From an optimization exercise on the open Yosys and OpenROAD flow, aimed at small area; shortcuts taken in it are not production practice.
RTL that was checked went through simulation tests only; none was proved equivalent to the original.

Design flagteller, start of the top module:
module flagteller(
        input uart,
        input clk_12,
        input rst,
        output uart2
);
Size in the first run: about 760 cells after synthesis, about 110 flip-flops.
==> module flagteller, before the edit <==
module flagteller(
        input uart,
        input clk_12,
        input rst,
        output uart2
);
localparam [63:0] P1  = 64'h030410c084000aa3;
localparam [63:0] P2  = 64'h0000000000000283;
localparam [63:0] Y1P = 64'h07a5506c93a7b887;    
localparam [63:0] Y2P = 64'he62ad50cd5f292a6;    
localparam [127:0] PW = 128'h72336c6c33745f67346c665f41475046;   
localparam [1023:0] MSG = 1024'hd86205bd025c8c2178e5e43a9cd2d023f81cb9869d37a6ca4b6d4bbe4fe6cfd9976c20bace36b7d91f508aa364ce298f3eaed134aa3e1cce0dcb08d0f2eaef8c2e08d19b7a630ff5a52681cab4643b982e08d19b7a630ff5a52681cab4643b982e08d19b7a630ff5a52681cab4643b982e08d19b7a630ff5a52681cab4643b98;
localparam RX_IDLE = 2'd0, RX_START = 2'd1, RX_DATA = 2'd2, RX_STOP = 2'd3;
reg [1:0] rxs;
reg [6:0] dc;
reg [2:0] bp;             
wire dc0 = (dc == 7'd0);
always @(posedge clk_12) begin
        if (rst) begin
                rxs <= RX_IDLE;
                bp <= 3'd0;
        end else begin
                case (rxs)
                RX_IDLE:  if (!uart) rxs <= RX_START;
                RX_START: if (dc0) begin rxs <= RX_DATA; bp <= 3'd0; end
                RX_DATA:  if (dc0) begin
                                if (bp == 3'd7) rxs <= RX_STOP;
                                else bp <= bp + 3'd1;
                          end
                RX_STOP:  if (dc0) rxs <= RX_IDLE;
                endcase
        end
end
wire dc_load = (rxs == RX_IDLE && !uart) || ((rxs == RX_START || rxs == RX_DATA) && dc0);
always @(posedge clk_12) begin
        if (rst) dc <= 7'd0;
        else if (dc_load) dc <= 7'd103;
        else if (!dc0) dc <= dc - 7'd1;
end
wire dc52 = (dc == 7'd52);
wire sample = (rxs == RX_DATA) && dc52;
wire strobe = (rxs == RX_STOP) && dc52;
localparam S_IDLE = 3'd0, S_MEAS = 3'd1, S_A = 3'd2, S_B = 3'd3, S_TX = 3'd4;
reg [2:0] st;
reg [3:0] cc;             
reg locked;
reg [63:0] R;
reg [6:0] na;
reg match;
reg [6:0] bt;             
reg [3:0] ts;             
reg [5:0] bi;             
wire [5:0] j = {cc[2:0], bp};
wire first = (cc == 4'd0) && (bp == 3'd0);
wire hiph = cc[3];
wire last_lo = (cc == 4'd7) && (bp == 3'd7);
wire b = uart ^ (bp[0] && bp != 3'd7);    
wire rz = (R == 64'd0);
wire bt0 = (bt == 7'd0);
wire [63:0] pol = hiph ? P2 : P1;
wire [63:0] yp = hiph ? Y2P : Y1P;
wire [63:0] hstep = {R[0], R[63:1] ^ (pol[63:1] & {63{R[0]}})} ^ (yp & {64{b}});
wire clr = (rxs == RX_START) && (cc[2:0] == 3'd0) && (st != S_A);
wire shift = (st == S_MEAS) || (st == S_B) || clr;
always @(posedge clk_12) begin
        if (sample) R <= hstep;
        else if (shift) R <= {1'b0, R[63:1]};
end
always @(posedge clk_12) begin
        if (sample) begin
                if (first) na <= b ? 7'd0 : 7'd127;
                else if (b && (!hiph || na[6] || j > na[5:0])) na <= {1'b0, j};
        end else if (st == S_A) begin
                na <= na - 7'd1;
        end
end
reg mflag;
wire pwok = (uart == PW[{cc, bp}]);
always @(posedge clk_12) begin
        if (sample) mflag <= pwok & (mflag | first);
end
always @(posedge clk_12) begin
        if (st == S_IDLE && locked) match <= mflag;
end
wire last_byte = match ? (bi == 6'd63) : (bi == 6'd15);
always @(posedge clk_12) begin
        if (rst) begin
                st <= S_IDLE;
                cc <= 4'd0;
                locked <= 1'b0;
                ts <= 4'd0;
        end else begin
                if (strobe && !locked) begin
                        cc <= cc + 4'd1;
                        if (cc == 4'd15) locked <= 1'b1;
                end else if (st == S_TX && ts == 4'd0 && bt == 7'd104 && last_byte) begin
                        locked <= 1'b0;
                end
                case (st)
                S_IDLE: begin
                        if (sample && last_lo) st <= S_MEAS;
                        else if (locked) st <= S_A;
                end
                S_MEAS: if (rz) st <= S_IDLE;
                S_A:    if (na == 7'd125) st <= S_B;
                S_B:    if (rz && bt0) st <= S_TX;
                S_TX:   if (bt0) begin
                                case (ts)
                                4'd0: ts <= 4'd1;
                                4'd1: ts <= 4'd8;
                                4'd15: if (last_byte) begin
                                                st <= S_IDLE;
                                                ts <= 4'd0;
                                        end else ts <= 4'd2;
                                4'd2: ts <= 4'd0;
                                default: ts <= ts + 4'd1;
                                endcase
                        end
                default: st <= S_IDLE;
                endcase
        end
end
always @(posedge clk_12) begin
        if (sample && last_lo) begin
                bt <= 7'd0;
        end else if (st == S_MEAS) begin
                if (!rz) bt <= bt + 7'd1;
        end else if (st == S_B) begin
                if (!bt0) bt <= bt - 7'd1;
                else if (rz) begin bt <= 7'd108; bi <= 6'd0; end
        end else if (st == S_TX) begin
                if (!bt0) bt <= bt - 7'd1;
                else begin
                        bt <= (ts == 4'd15 || ts == 4'd2) ? 7'd105 : 7'd104;
                        if (ts == 4'd2) bi <= bi + 6'd1;
                end
        end
end
wire msgbit = MSG[{match, bi, ts[2:0]}];
assign uart2 = (ts == 4'd1) ? 1'b0 : (ts[3] ? msgbit : 1'b1);
endmodule
clock: 5.0 ns
lec_check: 0
cap_margin: 20
core_margin: 2
core_utilization: 60
cts_buf_list: sky130_fd_sc_hd__clkbuf_8
cts_cluster_diameter: 60
cts_cluster_size: 20
place_density: 0.7
slew_margin: 20
run.sh (not shown) runs the stock make flow with config.mk's settings and CLKGATE_MAP_FILE= SYNTH_SCRIPT=/design/flow/synth_recipe.tcl, a recipe that flattens the netlist after the stock synthesis.
Next try:
--- a/flow/design.v
+++ b/flow/design.v
@@ -11,10 +11,12 @@
 localparam [63:0] Y2P = 64'he62ad50cd5f292a6;    
 localparam [127:0] PW = 128'h72336c6c33745f67346c665f41475046;   
-localparam [1023:0] MSG = 1024'hd86205bd025c8c2178e5e43a9cd2d023f81cb9869d37a6ca4b6d4bbe4fe6cfd9976c20bace36b7d91f508aa364ce298f3eaed134aa3e1cce0dcb08d0f2eaef8c2e08d19b7a630ff5a52681cab4643b982e08d19b7a630ff5a52681cab4643b982e08d19b7a630ff5a52681cab4643b982e08d19b7a630ff5a52681cab4643b98;
+localparam [1023:0] MSG = 1024'hd86205bd025c8c2178e5e43a9cd2d023f81cb9869d37a6ca4b6d4bbe4fe6cfd9976c20bace36b7d91f508aa364ce298f3eaed134aa3e1cce0dcb08d0f2eaef8cd86205bd025c8c2178e5e43a9cd2d023f81cb9869d37a6ca4b6d4bbe4fe6cfd9976c20bace36b7d91f508aa364ce298f2e08d19b7a630ff5a52681cab4643b98;
 localparam RX_IDLE = 2'd0, RX_START = 2'd1, RX_DATA = 2'd2, RX_STOP = 2'd3;
 reg [1:0] rxs;
-reg [6:0] dc;
+reg [6:0] dc;              
 reg [2:0] bp;             
-wire dc0 = (dc == 7'd0);
+localparam [6:0] DC0 = 7'h01, DC52 = 7'h6b, DC103 = 7'h79;
+wire dc0 = (dc == DC0);
+wire dc52 = (dc == DC52);
 always @(posedge clk_12) begin
         if (rst) begin
@@ -35,9 +37,8 @@
 wire dc_load = (rxs == RX_IDLE && !uart) || ((rxs == RX_START || rxs == RX_DATA) && dc0);
 always @(posedge clk_12) begin
-        if (rst) dc <= 7'd0;
-        else if (dc_load) dc <= 7'd103;
-        else if (!dc0) dc <= dc - 7'd1;
+        if (rst) dc <= DC0;
+        else if (dc_load) dc <= DC103;
+        else if (!dc0) dc <= {dc[5:0], dc[6] ^ dc[5]};
 end
-wire dc52 = (dc == 7'd52);
 wire sample = (rxs == RX_DATA) && dc52;
 wire strobe = (rxs == RX_STOP) && dc52;
The new run completed with no timing, DRC or antenna violations.
Routed wire length drops by 2.4%.
Cell area barely changes.
Count of clock-buffer cells in the layout stays the same.
Final cell count drops by 1.9%.
Via count drops by 1.2%.
Worst setup slack gets worse by 0.15 ns.
First-iteration DRC count drops by 8.6%.
Non-clock buffer count drops by 2.
Hold slack gets better by 0.011 ns.
Global-route usage drops by 0.44 points.
Register-to-register slack gets worse by 0.07 ns.
Die area drops by 0.74%.
Area after synthesis drops by 0.76%.
Only the layout flow was run in the first run of this note; the RTL was not checked for function there.

-- port drivers added, routing unchanged --
No port has a modelled driver above. Below, the same layouts with a new extraction and two added sets of constraints.
Step 1, drivers: a clkbuf_16 drives clk_12 and a buf_2 each remaining input, both assumed.
Step 2 times the ports against the registers' clock, not the clock port: input delays grow and output delays shrink by t, the midpoint of the rising clock arrivals with the driver on.
Three values: ideal ports, drivers, drivers and shift; two values: the first two.
| run | t, ns | setup WS [ns] | worst setup path after step 2 | slew at the worst register clock pin (ns) |
|---|---|---|---|---|
| the first run | 0.425 | 0.380 / 0.344 / 0.770 | register to output | 0.12 / 0.12 |
| the second run | 0.423 | 0.229 / 0.191 / 0.614 | register to output | 0.11 / 0.11 |
After both steps setup and hold are still met in every run listed.
